Context: an optimization exercise on an open-source flow, tuned for small area, a short achievable clock period and few clock cycles per item. The choices shown serve that exercise and are no tape-out recipe. In this exercise RTL edits were held to simulation tests only and were not proved equivalent to the original.

[flow/design.v]
module crcParallelFull (
   clk,
   rstN,
   ctrlEn,
   dataIn,
   genPoly,
   initXorValue,
   refInEn,
   refOutEn,
   finalXorValue,
   crcOut,
   crcReady
   );
  parameter CRC_WIDTH = 32;
  parameter DWIDTH    = 64;  
  parameter TMP_WIDTH = DWIDTH*CRC_WIDTH;
  input clk;     
  input rstN;    
  input ctrlEn;  
  input [DWIDTH-1:0] dataIn;  
  input [CRC_WIDTH-1:0] genPoly;  
  input [CRC_WIDTH-1:0] initXorValue;  
  input refInEn;   
  input refOutEn;  
  input [CRC_WIDTH-1:0] finalXorValue;  
  output wire [CRC_WIDTH-1:0] crcOut;
  output reg crcReady;
  wire [DWIDTH-1:0] xorInitInput;
  wire [DWIDTH-1:0] refInput;
  reg  [DWIDTH-1:0] dataInReg;
  reg  [CRC_WIDTH-1:0] GenPolyReg;
  wire [TMP_WIDTH-1:0]  subCrc;
  wire [DWIDTH+CRC_WIDTH-1:0] dataInCal; 
  reg [CRC_WIDTH-1:0] crcSeq;
  wire [CRC_WIDTH-1:0] refOutput;
  reg invOutEn;
  generate
    genvar j;
    for (j = 0; j < (DWIDTH/8); j=j+1) begin: RefIn
      assign refInput[j*8+0] = dataIn[j*8+7];
      assign refInput[j*8+1] = dataIn[j*8+6];
      assign refInput[j*8+2] = dataIn[j*8+5];
      assign refInput[j*8+3] = dataIn[j*8+4];
      assign refInput[j*8+4] = dataIn[j*8+3];
      assign refInput[j*8+5] = dataIn[j*8+2];
      assign refInput[j*8+6] = dataIn[j*8+1];
      assign refInput[j*8+7] = dataIn[j*8+0];
    end
  endgenerate
  assign xorInitInput = (refInEn? refInput[DWIDTH-1:0]: dataIn) 
  ^ {initXorValue[CRC_WIDTH-1:0], {DWIDTH-CRC_WIDTH{1'b0}}};
  always @ (posedge clk) begin
    if (ctrlEn) begin
      GenPolyReg[CRC_WIDTH-1:0] <= genPoly[CRC_WIDTH-1:0];
      dataInReg[DWIDTH-1:0]   <= xorInitInput[DWIDTH-1:0];
    end
  end
  assign dataInCal[DWIDTH+CRC_WIDTH-1:0] =
         {dataInReg[DWIDTH-1:0], {CRC_WIDTH{1'b0}}};
  always @ (posedge clk, negedge rstN) begin
    if (~rstN)
      crcReady <= 1'b1;
    else if (ctrlEn)
      crcReady <= 1'b0;
    else
      crcReady <= 1'b1;
  end
  generate
    genvar i;
    assign subCrc[TMP_WIDTH-1:(TMP_WIDTH-1)-(CRC_WIDTH-1)]
           = dataInCal[DWIDTH+CRC_WIDTH-1]?
             dataInCal[DWIDTH+CRC_WIDTH-2:(DWIDTH+CRC_WIDTH-1)-(CRC_WIDTH-1)-1] ^ GenPolyReg[CRC_WIDTH-1:0]
           : dataInCal[DWIDTH+CRC_WIDTH-2:(DWIDTH+CRC_WIDTH-1)-(CRC_WIDTH-1)-1];
    for (i=1; i < DWIDTH; i=i+1) begin: CrcCal
      assign subCrc[TMP_WIDTH-1-(i*CRC_WIDTH):(TMP_WIDTH-1)-(i*CRC_WIDTH)-(CRC_WIDTH-1)]
              = subCrc[TMP_WIDTH-1-(i-1)*CRC_WIDTH]? 
                  {subCrc[(TMP_WIDTH-1)-((i-1)*CRC_WIDTH)-1:(TMP_WIDTH-1)-(i*CRC_WIDTH-1)],
                  dataInCal[(DWIDTH+CRC_WIDTH-1)-CRC_WIDTH-i]} ^ GenPolyReg[CRC_WIDTH-1:0]
                : {subCrc[(TMP_WIDTH-1)-((i-1)*CRC_WIDTH)-1:(TMP_WIDTH-1)-(i*CRC_WIDTH-1)],
                dataInCal[(DWIDTH+CRC_WIDTH-1)-CRC_WIDTH-i]};
    end
  endgenerate
  always @ (posedge clk, negedge rstN) begin
    if (~rstN)
      crcSeq[CRC_WIDTH-1:0] <= {CRC_WIDTH{1'b0}};
    else if (~crcReady)
      crcSeq[CRC_WIDTH-1:0] <= subCrc[CRC_WIDTH-1:0];
  end
  generate
    genvar k;
    for (k = 0; k < CRC_WIDTH; k=k+1) begin: RefOut
      assign refOutput[k] = crcSeq[CRC_WIDTH-1-k];
    end
  endgenerate
  always @ (posedge clk) begin
    if (~rstN)
      invOutEn <= 1'b0;
    else if (ctrlEn)
      invOutEn <= refOutEn;
  end
  assign crcOut[CRC_WIDTH-1:0] = (invOutEn? refOutput: crcSeq)
  ^ finalXorValue[CRC_WIDTH-1:0];
  function integer clog2; 
    input integer value; 
	  integer i;
    begin 
      clog2 = 0;
      for(i = 0; 2**i < value; i = i + 1) 
        clog2 = i + 1; 
      end
  endfunction
endmodule  
[flow/run.sh]
#!/bin/bash
# synth_recipe.tcl (not shown) runs the flow's synth.tcl, then flattens the netlist and writes it again
# the make line also repeats each setting of config.mk as NAME=value (left out here)
make -C /OpenROAD-flow-scripts/flow DESIGN_CONFIG=/design/flow/config.mk WORK_HOME=/design/flow/orfs CLKGATE_MAP_FILE= SYNTH_SCRIPT=/design/flow/synth_recipe.tcl finish
[flow/config.mk]
export PLATFORM = sky130hd
export DESIGN_NAME = crcParallelFull
export DESIGN_NICKNAME = crcParallelFull
export VERILOG_FILES = /design/flow/design.v
export SDC_FILE = /design/flow/constraint.sdc
export NUM_CORES = 4
export LEC_CHECK = 0
export CAP_MARGIN = 20
export CORE_MARGIN = 2
export CORE_UTILIZATION = 40
export PLACE_DENSITY = 0.6
export SLEW_MARGIN = 20
[flow/constraint.sdc]
create_clock -name core_clock -period 27.0 [get_ports {clk}]
set_input_delay 5.4000 -clock core_clock [delete_from_list [all_inputs] [get_ports {clk}]]
set_output_delay 5.4000 -clock core_clock [all_outputs]
set_load 0.01 [all_outputs]
==> impl_results.md <==
- Outcome: complete, no violations
- Initial Util: 40.28%
- Die area: 131,100 sq um
- # port buffers: 197
- Hold WS: 0.5092 ns
- GP Congestion: 1.066
- EDFF count, synth: 96
- MaxCap Viol Count: 0
- Worst path bufs/invs: 14
- Most frequent cells in the layout: 1,250 x xnor2_1, 1,207 x nand2_1, 751 x a21oi_1
- Syn_nets: 8,048
- Reg clk slew, reported paths: 0.08 ns
- First-pass GRT wire length: 372.1 mm
- Worst Path Max Fanout: 33
- CTS Buffer Depth: 2
- Synth Warn #: 1
- TritonRoute pass-1 iters: 6
- Area leader, netlist: xnor2_1
- Skew-Pair Late Insertion Delay: 0.58 ns
- Area fraction of the dominant cell type after synthesis: 21.79%
- Routed WL: 252.1 mm
- CP required: 27.50 ns
- Seq/Total Area, Yosys: 7.271%
- Final cell count without fillers: 9,337
- H-Tree Depth: 4
- Tcrit/Tclk final: 97.02%
- Async SR Flop Fraction: 25.38%
- Final Core Density: 45.22%
- Setup ws final: 0.8047 ns
- Core ar.: 127,400 sq um
- CP arrival: 26.70 ns
- # rows: 131
- # DRC: 0
- Clock Tree Root: clkbuf_16
- Ports: 198
- Die height: 362.1 um
- Max incr delay on CP: 0.59 ns
- Slowest cell on crit path: or4_4
- Top FF cell, synth: edfxtp_1
- Hold Violations, Final: 0
- WL/cell: 27.00 um
- HP Class: reg2reg
- Slew Limit Headroom: 19.86%
- Area grow syn2layout: 12.26%
- Layout cell share with drive strength beyond 1: 11.77%
- Die Width: 362.1 um
- Crit Path Class: reg2reg
- Sinks on Clock Net: 130
- Crit-path most repeated cell: buf_4
- CTS tree: done
- Vias per cell: 6.619
- CTS buffer count: 17
- Seq cells post-synth: 130
- Final Max Slew Viols: 0
- Final min period: 26.20 ns
- Hpwl dp: 177.6 mm
- Clock Skew: 0.02005 ns
- Synthesized netlist cell count: 7,883
- Post-CTS Hold Buffers: 0
- Yosys cell types: 129
- Largest net degree at the start of global routing: 86
- Cells after DPL: 9,244
- Vias: 61.80k
- Crit start category: flop
- Antenna violations before repair: 14
- Vias in the first global route: 55.78k
- Synth Area per Inst: 6.507 sq um
- Global Route Usage Sum: 36.78%
- Crit-path leading delay family: compound AO/OA/AOI/OAI gates
- Fin nets: 7,818
- Setup violators final: 0
- Crit. End Element: flop
- Routed Antenna Nets: 0
- Mapped Area: 51,290 sq um
- Dpl ws: -0.8081 ns
- Filler cells: 13.10k
- Commonest non-fill, non-tap cell in the layout: xnor2_1
- 1st-iter DRT viols: 8,391
- Ranking of synthesized cells by area: xnor2_1 22%, nand2_1 8.9%, a21oi_1 7.4%
- Measured slew at the worst slew-check pin: 1.194 ns
- Total gr overflow: 0
- Fmax: 38.17 MHz
==> what timing repair did <==
| action | 4_1_cts | 5_1_grt |
|---|---|---|
| setup buffers | 0 | 50 |
| setup endpoints to repair | 32 | 32 |
| pin swaps | 0 | 34 |
| resized for setup | 18 | 196 |
| gates cloned | 0 | 2 |
==> cells by family (layout without fill, tap and decap cells) <==
group	count (synthesis)	in the layout	share of synthesized area, %
muxes	152	152	3.078
DFF	130	130	7.271
and+or+nand+nor	2456	2456	20.67
xor gates and xnor gates	1433	1434	26.35
AOI/OAI and AO/OA	2713	2714	34.82
buffers and inverters	999	780	7.808
other	0	9	0
==> state kept, by name (all words and copies together), names as in the netlist <==
register	flops
GenPolyReg	32
invOutEn	1
crcSeq	32
dataInReg	64
crcReady	1
==> metrics by stage <==
step | setup TNS [ns] | cell area [sq um]
CTS | 0 | 56140
global route | -6.223 | 57560
finish | 0 | 57590
detailed placement | -23.76 | 55420
global placement | -25.81 | 55410
floorplan | 0 | 51290
==> synthesized netlist by cell type (48+ instances only) <==
cell	number
nand2_1	1211
xnor2_1	1276
a31oi_1	103
nor2_1	664
xnor3_1	53
clkbuf_1	630
a311oi_1	48
edfxtp_1	96
mux2i_1	109
a211oi_1	254
o22ai_1	106
buf_2	158
a32oi_1	155
nor3_1	199
o21ai_0	635
xor2_1	84
nand3_1	103
buf_1	156
a21oi_1	756
o211ai_1	54
==> layout make-up <==
| cell class | count | area, sq um | area share, % |
|---|---|---|---|
| timing repair buffer | 708 | 6060 | 10.52 |
| sequential | 130 | 3731 | 6.479 |
| antenna | 9 | 22.52 | 0.03911 |
| clock inverter | 15 | 196.4 | 0.3411 |
| tap | 1662 | 2079 | 3.611 |
| multi-input combinational | 6756 | 44910 | 77.99 |
| clock buffer | 17 | 425.4 | 0.7387 |
| inverter | 40 | 161.4 | 0.2803 |
==> worst reg2reg max path: cells and delay by family, from the launching register on <==
kind	cells	cell delay [ns]
flip-flops	1	0.51
AND/OR/NAND/NOR	29	7.99
XOR/XNOR	17	4.85
buffers and inverters	14	3.13
multiplexers	1	0.30
AO/OA/AOI/OAI	34	9.34
==> worst paths after layout <==
check,depth (start not counted),end,start,slack (ns)
setup / recovery,95,crcSeq[21],dataInReg[62],0.80
hold / removal,2,crcSeq[22],crcSeq[22],0.51
setup reg to reg,95,crcSeq[21],dataInReg[62],0.80
hold reg to reg,2,crcSeq[22],crcSeq[22],0.51
max in group asynchronous,1,crcSeq[29],rstN,21.49
min in group asynchronous,1,crcSeq[8],rstN,4.93
==> per-layer routing <==
layer  track usage (%)  vias up  routed length [um]
li1                  -    27820                   -
met1             46.60    29310               99000
met2             57.74     3733              110900
met3             6.341      935               24190
met4             23.19        8               17930
met5                 0        -                  60
Testbench counts, summed over its fixed seeds: cycles 16,000, items 8,000.

==> separate check: timing with driven ports <==
How much do the figures lean on ideal ports? The routed layout below was timed once more, with nothing changed but the port constraints. Step 1 sets driving cells, clkbuf_16 on the clock port and buf_2 on the other inputs (assumed; they add their load-dependent delay and slew). Step 2 adds t to the input delays and takes it off the output delays; t is the mean of the earliest and latest rising clock arrival at the registers after step 1. Input paths then give back, and output paths get back, about the clock's delay inside the block. Three values: ideal, step 1, step 2; two values: the first two.
t (ns): 0.651
setup slack, ns: 0.805 / 0.805 / 0.805
worst hold slack (ns): 0.509 / 0.509 / 0.509
worst register clock-pin slew, ns: 0.08 / 0.08
After both steps this run still meets setup and hold. For this run, drivers alone change the setup slack by 0.000 ns; drivers and shift together by 0.000 ns.
